What follows belongs to an exercise in optimizing a design on an open flow for small area; a production flow would make more cautious choices. RTL that was checked went through simulation tests only; none was proved equivalent to the original. Power is estimated from default activity; no workload was simulated.

==> run H <==
## rgb565_to_ycbcr422
module rgb565_to_ycbcr422
(
    input   wire                    sys_clk         ,
    input   wire                    sys_rst_n       ,
    input   wire    [15:0]          rgb_data        ,
    output  reg     signed  [7:0]   img_out         ,
    output  wire    [1:0]           state           ,
    output  wire                    start_en
);
reg     [1:0]   k       ;
reg             run     ;    
reg     [15:0]  x_q     ;
reg     [7:0]   a_q     ;
reg             sel_c1  ;    
reg             sel_c2  ;    
wire            sel_y   = ~k[1];
wire    [7:0]   f_top   ;
wire t_0;
wire t_1;
wire t_2;
wire t_3;
wire t_4;
wire t_5;
wire t_6;
wire t_7;
wire t_8;
wire t_9;
wire t_10;
wire t_11;
wire t_12;
wire t_13;
wire t_14;
wire t_15;
wire t_16;
wire t_17;
wire t_18;
wire t_19;
wire t_20;
wire t_21;
wire t_22;
wire t_23;
wire t_24;
wire t_25;
wire t_26;
wire t_27;
wire t_28;
wire t_29;
wire t_30;
wire t_31;
wire t_32;
wire t_33;
wire t_34;
wire t_35;
wire t_36;
wire t_37;
wire t_38;
wire t_39;
wire t_40;
wire t_41;
wire t_42;
wire t_43;
wire t_44;
wire t_45;
wire t_46;
wire t_47;
wire t_48;
wire t_49;
wire t_50;
wire t_51;
wire t_52;
wire t_53;
wire t_54;
wire t_55;
wire t_56;
wire t_57;
wire t_58;
wire t_59;
wire t_60;
wire t_61;
wire t_62;
wire t_63;
wire t_64;
wire t_65;
wire t_66;
wire t_67;
wire t_68;
wire t_69;
wire t_70;
wire t_71;
wire t_72;
wire t_73;
wire t_74;
wire t_75;
wire t_76;
wire t_77;
wire t_78;
wire t_79;
wire t_80;
wire t_81;
wire t_82;
wire t_83;
wire t_84;
wire t_85;
wire t_86;
wire t_87;
wire t_88;
wire t_89;
wire t_90;
wire t_91;
wire t_92;
wire t_93;
wire t_94;
wire t_95;
wire t_96;
wire t_97;
wire t_98;
wire t_99;
wire t_100;
wire t_101;
wire t_102;
wire t_103;
wire t_104;
wire t_105;
  ...
==> flow/config.mk <==
export PLATFORM = sky130hd
export DESIGN_NAME = rgb565_to_ycbcr422
export DESIGN_NICKNAME = rgb565_to_ycbcr422
export VERILOG_FILES = /design/flow/design.v
export SDC_FILE = /design/flow/constraint.sdc
export NUM_CORES = 4
export LEC_CHECK = 0
export CAP_MARGIN = 20
export CORE_MARGIN = 2
export CORE_UTILIZATION = 40
export SLEW_MARGIN = 20
export SYNTH_HIERARCHICAL = 1
==> flow/constraint.sdc <==
create_clock -name core_clock -period 5.0 [get_ports {sys_clk}]
set_input_delay 1.0000 -clock core_clock [delete_from_list [all_inputs] [get_ports {sys_clk}]]
set_output_delay 1.0000 -clock core_clock [all_outputs]
set_load 0.01 [all_outputs]
standard.sh (not shown) runs the stock make flow with config.mk's settings and CLKGATE_MAP_FILE= SYNTH_SCRIPT=/design/flow/synth_recipe.tcl, a recipe that flattens the netlist after the stock synthesis.
==> flow/flow/run.sh <==
#!/bin/bash
# Standard layout, but the port buffers are the smallest buffer cell.
set -euo pipefail
export BUFFER_PORTS_ARGS="-buffer_cell sky130_fd_sc_hd__buf_1"
bash standard.sh > standard_flow.log 2>&1
==> run F (differences from run H) <==
--- a/flow/design.v
+++ b/flow/design.v
@@ -6,19 +6,19 @@
     output  reg     signed  [7:0]   img_out         ,
     output  wire    [1:0]           state           ,
     output  wire                    start_en
 );
 reg     [1:0]   k       ;
 reg             run     ;    
 reg     [15:0]  x_q     ;
 reg     [7:0]   a_q     ;
-reg             sel_c1  ;    
-reg             sel_c2  ;    
 wire            sel_y   = ~k[1];
+wire            sel_c1  = k[1] & ~k[0];
+wire            sel_c2  = k[1] & k[0];
 wire    [7:0]   f_top   ;
 wire t_0;
 wire t_1;
 wire t_2;
 wire t_3;
 wire t_4;
 wire t_5;
 wire t_6;
@@ -298,106 +298,106 @@
 wire t_280;
 wire t_281;
 wire t_282;
 wire t_283;
 wire t_284;
 wire t_285;
 wire t_286;
 wire t_287;
-assign t_0 = (x_q[11] & ~sel_c2);
+assign t_0 = (x_q[11] & (sel_y | sel_c1));
 assign t_1 = (x_q[11] ? (sel_y) : (sel_c1));
 assign t_2 = (x_q[11] ? 1'b0 : (sel_y));
 assign t_3 = (x_q[11] & (sel_y));
-assign t_4 = (x_q[11] ? 1'b0 : ~sel_c2);
-assign t_5 = (x_q[11] & ~sel_c1);
-assign t_6 = (x_q[12] & ~sel_c2);
-assign t_7 = (x_q[12] ? 1'b0 : ~sel_c2);
+assign t_4 = (x_q[11] ? 1'b0 : (sel_y | sel_c1));
+assign t_5 = (x_q[11] & (sel_y | sel_c2));
+assign t_6 = (x_q[12] & (sel_y | sel_c1));
+assign t_7 = (x_q[12] ? 1'b0 : (sel_y | sel_c1));
 assign t_8 = (x_q[12] ? 1'b0 : (sel_y));
 assign t_9 = (x_q[12] ? 1'b0 : (sel_y));
-assign t_10 = (x_q[12] ? 1'b0 : k[1]);
-assign t_11 = (x_q[12] ? (sel_c2) : ~sel_c2);
-assign t_12 = (x_q[12] & ~sel_c1);
-assign t_13 = (x_q[13] & ~sel_c2);
-assign t_14 = (x_q[13] ? 1'b0 : ~sel_c2);
+assign t_10 = (x_q[12] ? 1'b0 : (sel_c1 | sel_c2));
+assign t_11 = (x_q[12] ? (sel_c2) : (sel_y | sel_c1));
+assign t_12 = (x_q[12] & (sel_y | sel_c2));
+assign t_13 = (x_q[13] & (sel_y | sel_c1));
+assign t_14 = (x_q[13] ? 1'b0 : (sel_y | sel_c1));
 assign t_15 = (x_q[13] ? 1'b0 : (sel_y));
 assign t_16 = (x_q[13] & (sel_y));
-assign t_17 = (x_q[13] ? (sel_c2) : ~sel_c2);
-assign t_18 = (x_q[13] ? 1'b0 : ~sel_c2);
-assign t_19 = (x_q[13] & ~sel_c1);
-assign t_20 = (x_q[14] & ~sel_c2);
+assign t_17 = (x_q[13] ? (sel_c2) : (sel_y | sel_c1));
+assign t_18 = (x_q[13] ? 1'b0 : (sel_y | sel_c1));
+assign t_19 = (x_q[13] & (sel_y | sel_c2));
+assign t_20 = (x_q[14] & (sel_y | sel_c1));
 assign t_21 = (x_q[14] ? (sel_c1) : (sel_y));
-assign t_22 = (x_q[14] & ~sel_c2);
-assign t_23 = (x_q[14] ? 1'b0 : ~sel_c2);
-assign t_24 = (x_q[14] & ~sel_c1);
-assign t_25 = (x_q[15] & ~sel_c2);
+assign t_22 = (x_q[14] & (sel_y | sel_c1));
+assign t_23 = (x_q[14] ? 1'b0 : (sel_y | sel_c1));
+assign t_24 = (x_q[14] & (sel_y | sel_c2));
+assign t_25 = (x_q[15] & (sel_y | sel_c1));
 assign t_26 = (x_q[15] ? (sel_c1) : (sel_y));
-assign t_27 = (x_q[15] & ~sel_c2);
+assign t_27 = (x_q[15] & (sel_y | sel_c1));
 assign t_28 = (x_q[15] ? (sel_y) : (sel_c1));
 assign t_29 = (x_q[15] & (sel_c2));
 assign t_30 = (x_q[5] ? (sel_c1) : (sel_c2));
-assign t_31 = (x_q[5] ? (sel_c1) : ~sel_c1);
+assign t_31 = (x_q[5] ? (sel_c1) : (sel_y | sel_c2));
 assign t_32 = (x_q[5] ? (sel_c1) : (sel_c2));
-assign t_33 = (x_q[5] ? (sel_c1) : ~sel_c1);
+assign t_33 = (x_q[5] ? (sel_c1) : (sel_y | sel_c2));
 assign t_34 = (x_q[5] & (sel_c1));
 assign t_35 = (x_q[5] & (sel_y));
-assign t_36 = (x_q[5] ? (sel_y) : k[1]);
+assign t_36 = (x_q[5] ? (sel_y) : (sel_c1 | sel_c2));
 assign t_37 = (x_q[6] ? (sel_c2) : (sel_c1));
 assign t_38 = (x_q[6] ? 1'b0 : (sel_y));
 assign t_39 = (x_q[6] ? (sel_c2) : (sel_c1));
 assign t_40 = (x_q[6] ? 1'b0 : (sel_y));
-assign t_41 = (x_q[6] ? 1'b0 : k[1]);
+assign t_41 = (x_q[6] ? 1'b0 : (sel_c1 | sel_c2));
 assign t_42 = (x_q[6] ? 1'b0 : (sel_c1));
-assign t_43 = (x_q[6] & ~sel_c2);
-assign t_44 = (x_q[6] ? (sel_y) : k[1]);
+assign t_43 = (x_q[6] & (sel_y | sel_c1));
+assign t_44 = (x_q[6] ? (sel_y) : (sel_c1 | sel_c2));
 assign t_45 = (x_q[7] ? (sel_c1) : (sel_c2));
-assign t_46 = (x_q[7] ? (sel_c1) : ~sel_c1);
-assign t_47 = (x_q[7] ? (sel_c1) : ~sel_c1);
-assign t_48 = (x_q[7] ? (sel_y) : k[1]);
+assign t_46 = (x_q[7] ? (sel_c1) : (sel_y | sel_c2));
+assign t_47 = (x_q[7] ? (sel_c1) : (sel_y | sel_c2));
+assign t_48 = (x_q[7] ? (sel_y) : (sel_c1 | sel_c2));
 assign t_49 = (x_q[8] ? (sel_c1) : (sel_c2));
-assign t_50 = (x_q[8] ? (sel_c1) : ~sel_c1);
-assign t_51 = (x_q[8] ? (sel_c1) : ~sel_c1);
-assign t_52 = (x_q[8] ? (sel_y) : k[1]);
+assign t_50 = (x_q[8] ? (sel_c1) : (sel_y | sel_c2));
+assign t_51 = (x_q[8] ? (sel_c1) : (sel_y | sel_c2));
+assign t_52 = (x_q[8] ? (sel_y) : (sel_c1 | sel_c2));
 assign t_53 = (x_q[9] ? (sel_c1) : (sel_c2));
-assign t_54 = (x_q[9] ? (sel_c1) : ~sel_c1);
-assign t_55 = (x_q[9] ? (sel_c1) : ~sel_c1);
-assign t_56 = (x_q[9] ? (sel_y) : k[1]);
+assign t_54 = (x_q[9] ? (sel_c1) : (sel_y | sel_c2));
+assign t_55 = (x_q[9] ? (sel_c1) : (sel_y | sel_c2));
+assign t_56 = (x_q[9] ? (sel_y) : (sel_c1 | sel_c2));
 assign t_57 = (x_q[10] ? (sel_c1) : (sel_c2));
-assign t_58 = (x_q[10] ? (sel_c1) : ~sel_c1);
-assign t_59 = (x_q[10] ? (sel_c1) : ~sel_c1);
-assign t_60 = (x_q[10] ? (sel_y) : k[1]);
+assign t_58 = (x_q[10] ? (sel_c1) : (sel_y | sel_c2));
+assign t_59 = (x_q[10] ? (sel_c1) : (sel_y | sel_c2));
+assign t_60 = (x_q[10] ? (sel_y) : (sel_c1 | sel_c2));
 assign t_61 = (x_q[0] ? (sel_y) : (sel_c2));
-assign t_62 = (x_q[0] & ~sel_c1);
+assign t_62 = (x_q[0] & (sel_y | sel_c2));
 assign t_63 = (x_q[0] & (sel_c2));
 assign t_64 = (x_q[0] & (sel_c1));
 assign t_65 = (x_q[0] ? (sel_y) : (sel_c2));
 assign t_66 = (x_q[0] & (sel_c1));
 assign t_67 = (x_q[1] ? (sel_y) : (sel_c2));
-assign t_68 = (x_q[1] & ~sel_c1);
+assign t_68 = (x_q[1] & (sel_y | sel_c2));
 assign t_69 = (x_q[1] & (sel_c2));
 assign t_70 = (x_q[1] & (sel_c1));
 assign t_71 = (x_q[1] ? (sel_y) : (sel_c2));
 assign t_72 = (x_q[1] & (sel_c1));
 assign t_73 = (x_q[2] ? (sel_y) : (sel_c2));
-assign t_74 = (x_q[2] & ~sel_c1);
+assign t_74 = (x_q[2] & (sel_y | sel_c2));
 assign t_75 = (x_q[2] & (sel_c2));
 assign t_76 = (x_q[2] & (sel_c1));
 assign t_77 = (x_q[2] ? (sel_y) : (sel_c2));
 assign t_78 = (x_q[2] & (sel_c1));
 assign t_79 = (x_q[3] ? (sel_y) : (sel_c2));
-assign t_80 = (x_q[3] ? 1'b0 : ~sel_c1);
+assign t_80 = (x_q[3] ? 1'b0 : (sel_y | sel_c2));
 assign t_81 = (x_q[3] & (sel_c2));
 assign t_82 = (x_q[3] ? (sel_y) : (sel_c2));
 assign t_83 = (x_q[3] & (sel_c1));
 assign t_84 = (x_q[4] ? (sel_y) : (sel_c2));
 assign t_85 = (x_q[4] ? (sel_c2) : (sel_y));
 assign t_86 = (x_q[4] & (sel_c2));
 assign t_87 = (x_q[4] ? (sel_y) : (sel_c2));
 assign t_88 = (x_q[4] & (sel_c1));
-assign t_89 = ~sel_c1;
+assign t_89 = (sel_y | sel_c2);
 csa_fa u_t_90 (.a(t_0), .b(t_30), .c(t_61), .s(t_90), .co(t_91));
 assign t_92 = ~(t_6 ^ t_31);
 assign t_93 = t_6 | t_31;
 csa_fa u_t_94 (.a(t_37), .b(t_67), .c(t_91), .s(t_94), .co(t_95));
 csa_fa u_t_96 (.a(t_1), .b(t_13), .c(t_32), .s(t_96), .co(t_97));
 csa_fa u_t_98 (.a(t_38), .b(t_62), .c(t_73), .s(t_98), .co(t_99));
 csa_fa u_t_100 (.a(t_93), .b(t_96), .c(t_98), .s(t_100), .co(t_101));
 csa_fa u_t_102 (.a(t_7), .b(t_68), .c(t_97), .s(t_102), .co(t_103));
@@ -511,37 +511,33 @@
 assign t_282 = t_249 ^ t_269;
 assign t_283 = t_210 ^ t_270;
 assign t_284 = t_251 ^ t_275;
 assign t_285 = t_253 ^ t_276;
 assign t_286 = t_255 ^ t_277;
 assign t_287 = t_238 ^ t_278;
 assign f_top = {t_287, t_286, t_285, t_284, t_283, t_282, t_281, t_280};
 always @(posedge sys_clk) begin
-    if (!sel_c1)
+    if (k != 2'd2)
         x_q <= rgb_data;
     a_q <= f_top;
 end
 always @(posedge sys_clk or negedge sys_rst_n)
     if (!sys_rst_n) begin
-        k      <= 2'd0;
-        run    <= 1'b0;
-        sel_c1 <= 1'b0;
-        sel_c2 <= 1'b0;
+        k   <= 2'd0;
+        run <= 1'b0;
     end else begin
-        k      <= k + 2'd1;
-        run    <= run | (k == 2'd2);
-        sel_c1 <= k == 2'd1;
-        sel_c2 <= k == 2'd2;
+        k   <= k + 2'd1;
+        run <= run | (k == 2'd2);
     end
 always @(posedge sys_clk or negedge sys_rst_n)
     if (!sys_rst_n)
         img_out <= 8'd0;
     else
-        img_out <= a_q & {8{run | sel_c1}};
+        img_out <= a_q & {8{run | (k == 2'd2)}};
 assign start_en = run;
 assign state    = {run & (k[1] ^ k[0]), run & ~k[0]};
 endmodule
 module csa_fa (input wire a, input wire b, input wire c, output wire s, output wire co);
 assign s  = a ^ b ^ c;
 assign co = (a & b) | (a & c) | (b & c);
 endmodule
 module csa_ha (input wire a, input wire b, output wire s, output wire co);
==> run notes <==
- Of run F and run H, run H has the higher register-to-register slack (gap 0.06 ns).
- Of run F and run H, run H has the higher fmax (gap about 1.3%, measured against run H).
- Hold slack: run F is higher than run H (0.0017 ns).
- Of run F and run H, run F has the higher non-clock buffer count (gap 4).
- Via count: run H is lower than run F (2.1%).
==> figures <==
item	run F	run H
Run status	complete, no violations	complete, no violations
R2r setup slk	0.23 ns	0.29 ns
Power Sequential	379 uW	393 uW
Via count of the first global-routing pass	2196	2145
Sequential cell count	35	37
Multi-input combinational gate total	208	196
Register fraction of the total cell area	24.32%	25.57%
Layout net count	415	414
Clock network power	199 uW	278 uW
Routed length on met3	241 um	257 um
Fraction of layout instances using a drive strength above 1	11.29%	6.623%
Only the layout flow was run in run H; the RTL was not checked for function there.

## afterwards: timing with drivers on the ports
Ports are ideal in the flow. The routed layouts listed here were re-timed in OpenROAD. Step 1 (the two cells are an assumption about what drives the block):
set clk [get_ports {sys_clk}]
set_driving_cell -lib_cell sky130_fd_sc_hd__clkbuf_16 $clk
set_driving_cell -lib_cell sky130_fd_sc_hd__buf_2 [delete_from_list [all_inputs] $clk]
Step 2 also shifts input and output timing later by t, the mid clock arrival at the registers, as if the neighbouring blocks saw the same clock. Three values: ideal ports, drivers, drivers and shift; two values: the first two.
run | t, ns | slack for setup (ns) | latest minus earliest clock arrival (ns)
run H | 0.322 | 0.289 / 0.289 / 0.289 | 0.005 / 0.005
run F | 0.316 | 0.227 / 0.227 / 0.227 | 0.004 / 0.003
After both steps setup and hold are still met in every run listed.
